Background: an optimization exercise with open tools, aiming at small area, a short achievable clock period and few clock cycles. Do not read the settings as production practice.
Where RTL was checked, it was by simulation tests only, not by an equivalence proof against the original.

==> v8 <==
==> flow/design.v <==
module ALU(input logic [31:0] a, input logic [31:0] b, input logic [3:0] op, output logic [31:0] y);
    always_comb begin
        case (op[2:0])
            3'd0: y = op[3] ? a - b : a + b;
            3'd1: y = a << b[4:0];
            3'd2: y = {31'b0, $signed(a) < $signed(b)};
            3'd3: y = {31'b0, a < b};
            3'd4: y = a ^ b;
            3'd5: y = op[3] ? 32'($signed(a) >>> b[4:0]) : a >> b[4:0];
            3'd6: y = a | b;
            default: y = a & b;
        endcase
    end
endmodule
module regfile(input logic clk, input logic wenable,
input logic [4:0] rs1, input logic [4:0] rs2,
input logic [4:0] rd, input logic [31:0] wdata,
output logic [31:0] rd1, output logic [31:0] rd2);
    logic [31:0] regs [1:31];
    logic [31:0] r1, r2;
    always_comb begin
        r1 = 32'b0;
        r2 = 32'b0;
        for (int i = 1; i < 32; i++) begin
            if (rs1 == i[4:0]) r1 = regs[i];
            if (rs2 == i[4:0]) r2 = regs[i];
        end
    end
    assign rd1 = (wenable && (rd == rs1)) ? wdata : r1;
    assign rd2 = (wenable && (rd == rs2)) ? wdata : r2;
    always_ff @(posedge clk) begin
        for (int i = 1; i < 32; i++)
            if (wenable && (rd == i[4:0])) regs[i] <= wdata;
    end
endmodule
module cpu_top_pipeline(input logic clk, input logic reset,
output logic [31:0] pc, input logic [31:0] instr,
output logic [31:0] dmem_addr, output logic [31:0] dmem_wdata, output logic dmem_we, input logic [31:0] dmem_rdata,
output logic [31:0] reg_write_data,output logic [4:0] reg_write_addr,
output logic reg_debug);
logic [31:0] a_e, b_e, s_e;
logic [4:0]  rd_e;
logic [3:0]  aluop_e;
logic [2:0]  f3_e;
logic        wr_e, st_e, ld_e, sel_s_e, jalr_e, br_e, pred_e;
logic [31:0] sum, alu_y, result, target;
logic        taken, redirect, lt, ltu, eq;
assign sum = a_e + b_e;
ALU alu(.a(a_e), .b(b_e), .op(aluop_e), .y(alu_y));
assign result = sel_s_e ? s_e : (ld_e ? dmem_rdata : alu_y);
assign eq  = (a_e == b_e);
assign lt  = ($signed(a_e) < $signed(b_e));
assign ltu = (a_e < b_e);
always_comb begin
    case (f3_e)
        3'd0: taken = eq;
        3'd1: taken = ~eq;
        3'd4: taken = lt;
        3'd5: taken = ~lt;
        3'd6: taken = ltu;
        default: taken = ~ltu;
    endcase
end
assign redirect = jalr_e | (br_e & (taken ^ pred_e));
assign target   = jalr_e ? {sum[31:1], 1'b0} : s_e;
assign dmem_addr  = sum;
assign dmem_wdata = s_e;
assign dmem_we    = st_e;
logic [6:0]  opc;
logic [4:0]  rs1, rs2, rd;
logic [2:0]  f3;
logic        is_lui, is_auipc, is_jal, is_jalr, is_br, is_ld, is_st, is_op, is_opimm;
logic [31:0] imm_i, imm_s, imm_b, imm_u, imm_j;
logic [31:0] rv1, rv2;
logic [31:0] pc4, pc_jb, pc_u, pc_next;
logic        predict;
assign opc = instr[6:0];
assign rd  = instr[11:7];
assign f3  = instr[14:12];
assign rs1 = instr[19:15];
assign rs2 = instr[24:20];
assign is_lui   = (opc[6:2] == 5'b01101);
assign is_auipc = (opc[6:2] == 5'b00101);
assign is_jal   = (opc[6:2] == 5'b11011);
assign is_jalr  = (opc[6:2] == 5'b11001);
assign is_br    = (opc[6:2] == 5'b11000);
assign is_ld    = (opc[6:2] == 5'b00000);
assign is_st    = (opc[6:2] == 5'b01000);
assign is_opimm = (opc[6:2] == 5'b00100);
assign is_op    = (opc[6:2] == 5'b01100);
assign imm_i = {{20{instr[31]}}, instr[31:20]};
assign imm_s = {{20{instr[31]}}, instr[31:25], instr[11:7]};
assign imm_b = {{19{instr[31]}}, instr[31], instr[7], instr[30:25], instr[11:8], 1'b0};
assign imm_u = {instr[31:12], 12'b0};
assign imm_j = {{11{instr[31]}}, instr[31], instr[19:12], instr[20], instr[30:21], 1'b0};
regfile register_file(
    .clk(clk), .wenable(wr_e),
    .rs1(rs1), .rs2(rs2),
    .rd(rd_e), .wdata(result),
    .rd1(rv1), .rd2(rv2)
);
assign pc4   = pc + 32'd4;
assign pc_jb = pc + (is_jal ? imm_j : imm_b);
assign pc_u  = pc + imm_u;
assign predict = is_jal | (is_br & instr[31]);
assign pc_next = redirect ? target : (predict ? pc_jb : pc4);
always_ff @(posedge clk or posedge reset) begin
    if (reset) pc <= 32'b0;
    else       pc <= pc_next;
end
always_ff @(posedge clk or posedge reset) begin
    if (reset) begin
        wr_e   <= 1'b0;
        st_e   <= 1'b0;
        jalr_e <= 1'b0;
        br_e   <= 1'b0;
    end else begin
        wr_e   <= ~redirect & (rd != 5'd0) & ~is_br & ~is_st;
        st_e   <= ~redirect & is_st;
        jalr_e <= ~redirect & is_jalr;
        br_e   <= ~redirect & is_br;
    end
end
always_ff @(posedge clk) begin
    rd_e    <= rd;
    f3_e    <= f3;
    pred_e  <= instr[31];
    ld_e    <= is_ld;
    sel_s_e <= is_lui | is_auipc | is_jal | is_jalr;
    aluop_e <= {is_op ? instr[30] : (is_opimm & (f3 == 3'd5) & instr[30]),
                (is_op | is_opimm) ? f3 : 3'd0};
    a_e     <= rv1;
    b_e     <= (is_op | is_br) ? rv2 : (is_st ? imm_s : imm_i);
    s_e     <= is_st ? rv2 :
               is_br ? (instr[31] ? pc4 : pc_jb) :
               is_lui ? imm_u :
               is_auipc ? pc_u : pc4;
end
always_ff @(posedge clk or posedge reset) begin
    if (reset) reg_debug <= 1'b0;
    else       reg_debug <= wr_e;
end
always_ff @(posedge clk) begin
    reg_write_addr <= rd_e;
    reg_write_data <= result;
end
endmodule
==> flow/run.sh <==
#!/bin/bash
# synth_recipe.tcl (not shown) runs the flow's synth.tcl, then flattens the netlist and writes it again
# the make line also repeats each setting of config.mk as NAME=value (left out here)
make -C /OpenROAD-flow-scripts/flow DESIGN_CONFIG=/design/flow/config.mk WORK_HOME=/design/flow/orfs CLKGATE_MAP_FILE= SYNTH_SCRIPT=/design/flow/synth_recipe.tcl finish
==> flow/config.mk <==
export PLATFORM = sky130hd
export DESIGN_NAME = cpu_top_pipeline
export DESIGN_NICKNAME = cpu_top_pipeline
export VERILOG_FILES = /design/flow/design.v
export SDC_FILE = /design/flow/constraint.sdc
export NUM_CORES = 4
export LEC_CHECK = 0
export CAP_MARGIN = 20
export CORE_MARGIN = 2
export CORE_UTILIZATION = 40
export SLEW_MARGIN = 20
==> flow/constraint.sdc <==
create_clock -name core_clock -period 8.0 [get_ports {clk}]
set_input_delay 1.6000 -clock core_clock [delete_from_list [all_inputs] [get_ports {clk}]]
set_output_delay 1.6000 -clock core_clock [all_outputs]
set_load 0.01 [all_outputs]
==> v26: changes against v8 <==
==> flow/design.v, changed modules only <==
module ALU(input logic [31:0] a, input logic [31:0] b, input logic cin,
           input logic [3:0] op, output logic [31:0] sum, output logic [31:0] y,
           output logic eq, output logic lt, output logic ltu);
    logic [32:0] s33;
    logic [31:0] sh;
    assign s33 = {1'b0, a} + {1'b0, b} + {32'b0, cin};
    assign sum = s33[31:0];
    assign ltu = ~s33[32];
    assign lt  = (a[31] != b[31]) ? s33[31] : a[31];
    assign eq  = &(a ^ b);
    always_comb begin
        case (op[2:0])
            3'd1: sh = a << b[4:0];
            default: sh = op[3] ? 32'($signed(a) >>> b[4:0]) : a >> b[4:0];
        endcase
    end
    always_comb begin
        case (op[2:0])
            3'd0: y = sum;
            3'd2: y = {31'b0, lt};
            3'd3: y = {31'b0, ltu};
            3'd4: y = a ^ b;
            3'd6: y = a | b;
            3'd7: y = a & b;
            default: y = sh;
        endcase
    end
endmodule
module regfile(input logic clk, input logic wenable,
input logic [4:0] rs1, input logic [4:0] rs2,
input logic [4:0] rd, input logic [31:0] wdata,
output logic [31:0] rd1, output logic [31:0] rd2);
    logic [31:0] regs [1:31];
    logic [31:0] rf [0:31];
    always_comb begin
        rf[0] = 32'b0;
        for (int i = 1; i < 32; i++) rf[i] = regs[i];
    end
    assign rd1 = (wenable && (rd == rs1)) ? wdata : rf[rs1];
    assign rd2 = (wenable && (rd == rs2)) ? wdata : rf[rs2];
    always_ff @(posedge clk) begin
        for (int i = 1; i < 32; i++)
            if (wenable && (rd == i[4:0])) regs[i] <= wdata;
    end
endmodule
module cpu_top_pipeline(input logic clk, input logic reset,
output logic [31:0] pc, input logic [31:0] instr,
output logic [31:0] dmem_addr, output logic [31:0] dmem_wdata, output logic dmem_we, input logic [31:0] dmem_rdata,
output logic [31:0] reg_write_data,output logic [4:0] reg_write_addr,
output logic reg_debug);
logic [31:0] a_e, b_e, s_e;
logic [4:0]  rd_e;
logic [3:0]  aluop_e;
logic [2:0]  f3_e;
logic        wr_e, st_e, ld_e, sel_s_e, jalr_e, br_e, pred_e, cin_e;
logic [31:0] sum, alu_y, result, target;
logic        taken, redirect, lt, ltu, eq;
ALU alu(.a(a_e), .b(b_e), .cin(cin_e), .op(aluop_e), .sum(sum), .y(alu_y),
        .eq(eq), .lt(lt), .ltu(ltu));
assign result = sel_s_e ? s_e : (ld_e ? dmem_rdata : alu_y);
always_comb begin
    case (f3_e)
        3'd0: taken = eq;
        3'd1: taken = ~eq;
        3'd4: taken = lt;
        3'd5: taken = ~lt;
        3'd6: taken = ltu;
        default: taken = ~ltu;
    endcase
end
assign redirect = jalr_e | (br_e & (taken ^ pred_e));
assign target   = jalr_e ? {sum[31:1], 1'b0} : s_e;
assign dmem_addr  = sum;
assign dmem_wdata = s_e;
assign dmem_we    = st_e;
logic [6:0]  opc;
logic [4:0]  rs1, rs2, rd;
logic [2:0]  f3;
logic        is_lui, is_auipc, is_jal, is_jalr, is_br, is_ld, is_st, is_op, is_opimm;
logic [31:0] imm_i, imm_s, imm_b, imm_u, imm_j;
logic [31:0] rv1, rv2;
logic [31:0] pc4, pc_jb, pc_next;
logic        sub;
logic        predict;
assign opc = instr[6:0];
assign rd  = instr[11:7];
assign f3  = instr[14:12];
assign rs1 = instr[19:15];
assign rs2 = instr[24:20];
assign is_lui   = (opc[6:2] == 5'b01101);
assign is_auipc = (opc[6:2] == 5'b00101);
assign is_jal   = (opc[6:2] == 5'b11011);
assign is_jalr  = (opc[6:2] == 5'b11001);
assign is_br    = (opc[6:2] == 5'b11000);
assign is_ld    = (opc[6:2] == 5'b00000);
assign is_st    = (opc[6:2] == 5'b01000);
assign is_opimm = (opc[6:2] == 5'b00100);
assign is_op    = (opc[6:2] == 5'b01100);
assign imm_i = {{20{instr[31]}}, instr[31:20]};
assign imm_s = {{20{instr[31]}}, instr[31:25], instr[11:7]};
assign imm_b = {{19{instr[31]}}, instr[31], instr[7], instr[30:25], instr[11:8], 1'b0};
assign imm_u = {instr[31:12], 12'b0};
assign imm_j = {{11{instr[31]}}, instr[31], instr[19:12], instr[20], instr[30:21], 1'b0};
regfile register_file(
    .clk(clk), .wenable(wr_e),
    .rs1(rs1), .rs2(rs2),
    .rd(rd_e), .wdata(result),
    .rd1(rv1), .rd2(rv2)
);
assign pc4   = pc + 32'd4;
assign pc_jb = pc + (is_jal ? imm_j : (is_br ? imm_b : imm_u));
assign sub = is_br | (is_op & ((f3 == 3'd0) ? instr[30] : (f3[2:1] == 2'b01))) |
             (is_opimm & (f3[2:1] == 2'b01));
assign predict = is_jal | (is_br & (instr[31] | f3[0]));
assign pc_next = redirect ? target : (predict ? pc_jb : pc4);
always_ff @(posedge clk or posedge reset) begin
    if (reset) pc <= 32'b0;
    else       pc <= pc_next;
end
always_ff @(posedge clk or posedge reset) begin
    if (reset) begin
        wr_e   <= 1'b0;
        st_e   <= 1'b0;
        jalr_e <= 1'b0;
        br_e   <= 1'b0;
    end else begin
        wr_e   <= ~redirect & (rd != 5'd0) & ~is_br & ~is_st;
        st_e   <= ~redirect & is_st;
        jalr_e <= ~redirect & is_jalr;
        br_e   <= ~redirect & is_br;
    end
end
always_ff @(posedge clk) begin
    rd_e    <= rd;
    f3_e    <= f3;
    pred_e  <= instr[31] | f3[0];
    ld_e    <= is_ld;
    sel_s_e <= is_lui | is_auipc | is_jal | is_jalr;
    aluop_e <= {is_op ? instr[30] : (is_opimm & (f3 == 3'd5) & instr[30]),
                (is_op | is_opimm) ? f3 : 3'd0};
    cin_e   <= sub;
    a_e     <= rv1;
    b_e     <= (is_op | is_br) ? (sub ? ~rv2 : rv2) :
               (is_opimm & sub) ? ~imm_i :
               (is_st ? imm_s : imm_i);
    s_e     <= is_st ? rv2 :
               is_br ? (predict ? pc4 : pc_jb) :
               is_lui ? imm_u :
               is_auipc ? pc_jb : pc4;
end
always_ff @(posedge clk or posedge reset) begin
    if (reset) reg_debug <= 1'b0;
    else       reg_debug <= wr_e;
end
always_ff @(posedge clk) begin
    reg_write_addr <= rd_e;
    reg_write_data <= result;
end
endmodule
- CORE_UTILIZATION: 40 -> 55
- SETUP_SLACK_MARGIN: unset -> 3.0
==> v35: changes against v8 <==
==> flow/design.v, changed modules only <==
module ALU(input logic [31:0] a, input logic [31:0] b, input logic cin,
           input logic [3:0] op, output logic [31:0] sum, output logic [31:0] y,
           output logic eq, output logic lt, output logic ltu);
    logic [32:0] s33;
    logic [31:0] sh;
    assign s33 = {1'b0, a} + {1'b0, b} + {32'b0, cin};
    assign sum = s33[31:0];
    assign ltu = ~s33[32];
    assign lt  = (a[31] != b[31]) ? s33[31] : a[31];
    assign eq  = &(a ^ b);
    always_comb begin
        case (op[2:0])
            3'd1: sh = a << b[4:0];
            default: sh = op[3] ? 32'($signed(a) >>> b[4:0]) : a >> b[4:0];
        endcase
    end
    always_comb begin
        case (op[2:0])
            3'd0: y = sum;
            3'd2: y = {31'b0, lt};
            3'd3: y = {31'b0, ltu};
            3'd4: y = a ^ b;
            3'd6: y = a | b;
            3'd7: y = a & b;
            default: y = sh;
        endcase
    end
endmodule
module regfile(input logic clk, input logic wenable,
input logic [4:0] rs1, input logic [4:0] rs2,
input logic [4:0] rd, input logic [31:0] wdata,
output logic [31:0] rd1, output logic [31:0] rd2);
    logic [31:0] regs [1:31];
    logic [31:0] rf [0:31];
    always_comb begin
        rf[0] = 32'b0;
        for (int i = 1; i < 32; i++) rf[i] = regs[i];
    end
    assign rd1 = rf[rs1];
    assign rd2 = rf[rs2];
    always_ff @(posedge clk) begin
        for (int i = 1; i < 32; i++)
            if (wenable && (rd == i[4:0])) regs[i] <= wdata;
    end
endmodule
module cpu_top_pipeline(input logic clk, input logic reset,
output logic [31:0] pc, input logic [31:0] instr,
output logic [31:0] dmem_addr, output logic [31:0] dmem_wdata, output logic dmem_we, input logic [31:0] dmem_rdata,
output logic [31:0] reg_write_data,output logic [4:0] reg_write_addr,
output logic reg_debug);
logic [31:0] a_e, b_e, s_e;
logic [4:0]  rd_e;
logic [3:0]  aluop_e;
logic [2:0]  f3_e;
logic        wr_e, st_e, ld_e, sel_s_e, jalr_e, br_e, pred_e, cin_e;
logic        fa_e, fb_e, fs_e;
logic [31:0] res_m, s_m;
logic [4:0]  rd_m;
logic        wr_m, st_m, ld_m;
logic [31:0] result_m;
assign dmem_addr  = res_m;
assign dmem_wdata = s_m;
assign dmem_we    = st_m;
assign result_m = ld_m ? dmem_rdata : res_m;
logic [31:0] a, b, s, sum, alu_y, res_e, target;
logic        taken, redirect, lt, ltu, eq;
assign a = fa_e ? result_m : a_e;
assign b = fb_e ? (result_m ^ {32{cin_e}}) : b_e;
assign s = fs_e ? result_m : s_e;
ALU alu(.a(a), .b(b), .cin(cin_e), .op(aluop_e), .sum(sum), .y(alu_y),
        .eq(eq), .lt(lt), .ltu(ltu));
assign res_e = sel_s_e ? s_e : alu_y;
always_comb begin
    case (f3_e)
        3'd0: taken = eq;
        3'd1: taken = ~eq;
        3'd4: taken = lt;
        3'd5: taken = ~lt;
        3'd6: taken = ltu;
        default: taken = ~ltu;
    endcase
end
assign redirect = jalr_e | (br_e & (taken ^ pred_e));
assign target   = jalr_e ? {sum[31:1], 1'b0} : s_e;
logic [6:0]  opc;
logic [4:0]  rs1, rs2, rd;
logic [2:0]  f3;
logic        is_lui, is_auipc, is_jal, is_jalr, is_br, is_ld, is_st, is_op, is_opimm;
logic [31:0] imm_i, imm_s, imm_b, imm_u, imm_j;
logic [31:0] rf1, rf2, rv1, rv2;
logic [31:0] pc4, pc_jb, pc_next;
logic        sub, predict, use_rs2;
logic        e1, e2, m1, m2;
assign opc = instr[6:0];
assign rd  = instr[11:7];
assign f3  = instr[14:12];
assign rs1 = instr[19:15];
assign rs2 = instr[24:20];
assign is_lui   = (opc[6:2] == 5'b01101);
assign is_auipc = (opc[6:2] == 5'b00101);
assign is_jal   = (opc[6:2] == 5'b11011);
assign is_jalr  = (opc[6:2] == 5'b11001);
assign is_br    = (opc[6:2] == 5'b11000);
assign is_ld    = (opc[6:2] == 5'b00000);
assign is_st    = (opc[6:2] == 5'b01000);
assign is_opimm = (opc[6:2] == 5'b00100);
assign is_op    = (opc[6:2] == 5'b01100);
assign imm_i = {{20{instr[31]}}, instr[31:20]};
assign imm_s = {{20{instr[31]}}, instr[31:25], instr[11:7]};
assign imm_b = {{19{instr[31]}}, instr[31], instr[7], instr[30:25], instr[11:8], 1'b0};
assign imm_u = {instr[31:12], 12'b0};
assign imm_j = {{11{instr[31]}}, instr[31], instr[19:12], instr[20], instr[30:21], 1'b0};
regfile register_file(
    .clk(clk), .wenable(wr_m),
    .rs1(rs1), .rs2(rs2),
    .rd(rd_m), .wdata(result_m),
    .rd1(rf1), .rd2(rf2)
);
assign e1 = wr_e & (rd_e == rs1);
assign e2 = wr_e & (rd_e == rs2);
assign m1 = wr_m & (rd_m == rs1);
assign m2 = wr_m & (rd_m == rs2);
assign rv1 = m1 ? result_m : rf1;
assign rv2 = m2 ? result_m : rf2;
assign pc4   = pc + 32'd4;
assign pc_jb = pc + (is_jal ? imm_j : (is_br ? imm_b : imm_u));
assign sub = is_br | (is_op & ((f3 == 3'd0) ? instr[30] : (f3[2:1] == 2'b01))) |
             (is_opimm & (f3[2:1] == 2'b01));
assign use_rs2 = is_op | is_br;
assign predict = is_jal | (is_br & (instr[31] | f3[0]));
assign pc_next = redirect ? target : (predict ? pc_jb : pc4);
always_ff @(posedge clk or posedge reset) begin
    if (reset) pc <= 32'b0;
    else       pc <= pc_next;
end
always_ff @(posedge clk or posedge reset) begin
    if (reset) begin
        wr_e   <= 1'b0;
        st_e   <= 1'b0;
        jalr_e <= 1'b0;
        br_e   <= 1'b0;
        wr_m   <= 1'b0;
        st_m   <= 1'b0;
    end else begin
        wr_e   <= ~redirect & (rd != 5'd0) & ~is_br & ~is_st;
        st_e   <= ~redirect & is_st;
        jalr_e <= ~redirect & is_jalr;
        br_e   <= ~redirect & is_br;
        wr_m   <= wr_e;
        st_m   <= st_e;
    end
end
always_ff @(posedge clk) begin
    rd_e    <= rd;
    f3_e    <= f3;
    pred_e  <= instr[31] | f3[0];
    ld_e    <= is_ld;
    sel_s_e <= is_lui | is_auipc | is_jal | is_jalr;
    aluop_e <= {is_op ? instr[30] : (is_opimm & (f3 == 3'd5) & instr[30]),
                (is_op | is_opimm) ? f3 : 3'd0};
    cin_e   <= sub;
    fa_e    <= e1;
    fb_e    <= e2 & use_rs2;
    fs_e    <= e2 & is_st;
    a_e     <= rv1;
    b_e     <= use_rs2 ? (sub ? ~rv2 : rv2) :
               (is_opimm & sub) ? ~imm_i :
               (is_st ? imm_s : imm_i);
    s_e     <= is_st ? rv2 :
               is_br ? (predict ? pc4 : pc_jb) :
               is_lui ? imm_u :
               is_auipc ? pc_jb : pc4;
    rd_m    <= rd_e;
    ld_m    <= ld_e;
    res_m   <= res_e;
    s_m     <= s;
end
assign reg_debug      = wr_m;
assign reg_write_addr = rd_m;
assign reg_write_data = result_m;
endmodule
- CORE_UTILIZATION: 40 -> 35
- CTS_BUF_LIST: unset -> sky130_fd_sc_hd__clkbuf_4 sky130_fd_sc_hd__clkbuf_8
- PLACE_DENSITY: unset -> 0.5
- SETUP_SLACK_MARGIN: unset -> 4.0
==> qor.yml <==
seqPwrFrac: 0.405
final_area_sq_um: 71700
p_total_mw: 20.7
drtIter0Drc: 14000
n_all_buffers: 611
layout_common_cells: "992 x edfxtp_1, 689 x a22oi_1, 442 x nand2_1"
status: "timing/DRC/antenna clean"
clk_share: 0.0576
The numbers above come from v26.

==> qor.yml <==
n_all_buffers: 964
seqPwrFrac: 0.361
drtIter0Drc: 12000
clk_share: 0.0533
final_area_sq_um: 80900
status: "timing/DRC/antenna clean"
synthFlopType: "edfxtp_1"
p_total_mw: 24.3
The numbers above come from v35.

==> qor.yml <==
n_all_buffers: 525
seqPwrFrac: 0.378
layout_common_cells: "992 x edfxtp_1, 527 x nor2_1, 505 x a21oi_1"
final_area_sq_um: 76300
status: "timing/DRC/antenna clean"
clk_share: 0.0578
p_total_mw: 22.7
The numbers above come from v8.

Testbench counts of v35, summed over its fixed seeds: cycles 451,214.
For v8 and v26, only the layout was checked, not whether the RTL still works.

[what the ideal ports hide]
The results above use ideal ports. As a check the final layouts listed here were re-extracted and re-timed, cells and wires unchanged.
Step 1 assumes that a clkbuf_16 drives the clock port and a buf_2 every other input.
Step 2 adds t to the input delays and takes it off the output delays; t is the mean of the earliest and latest rising clock arrival at the registers after step 1. Input paths then give back, and output paths get back, about the clock's delay inside the block.
Three values: ideal, step 1, step 2; two values: the first two.
run | shift t [ns] | slack for setup (ns) | hold slack, ns | cell pins on the clock port's net
v8 | 0.869 | 0.572 / 0.490 / 1.024 | 0.520 / 0.520 / 0.520 | 1
v26 | 0.827 | 2.806 / 2.760 / 2.023 | 0.476 / 0.476 / 0.476 | 1
v35 | 1.060 | 3.314 / 3.352 / 2.298 | 0.323 / 0.323 / 0.323 | 1
After both steps every run listed still meets setup and hold. The setup slack of v35, which loses most, moves by +0.038 ns with the drivers and by -1.016 ns with both steps.
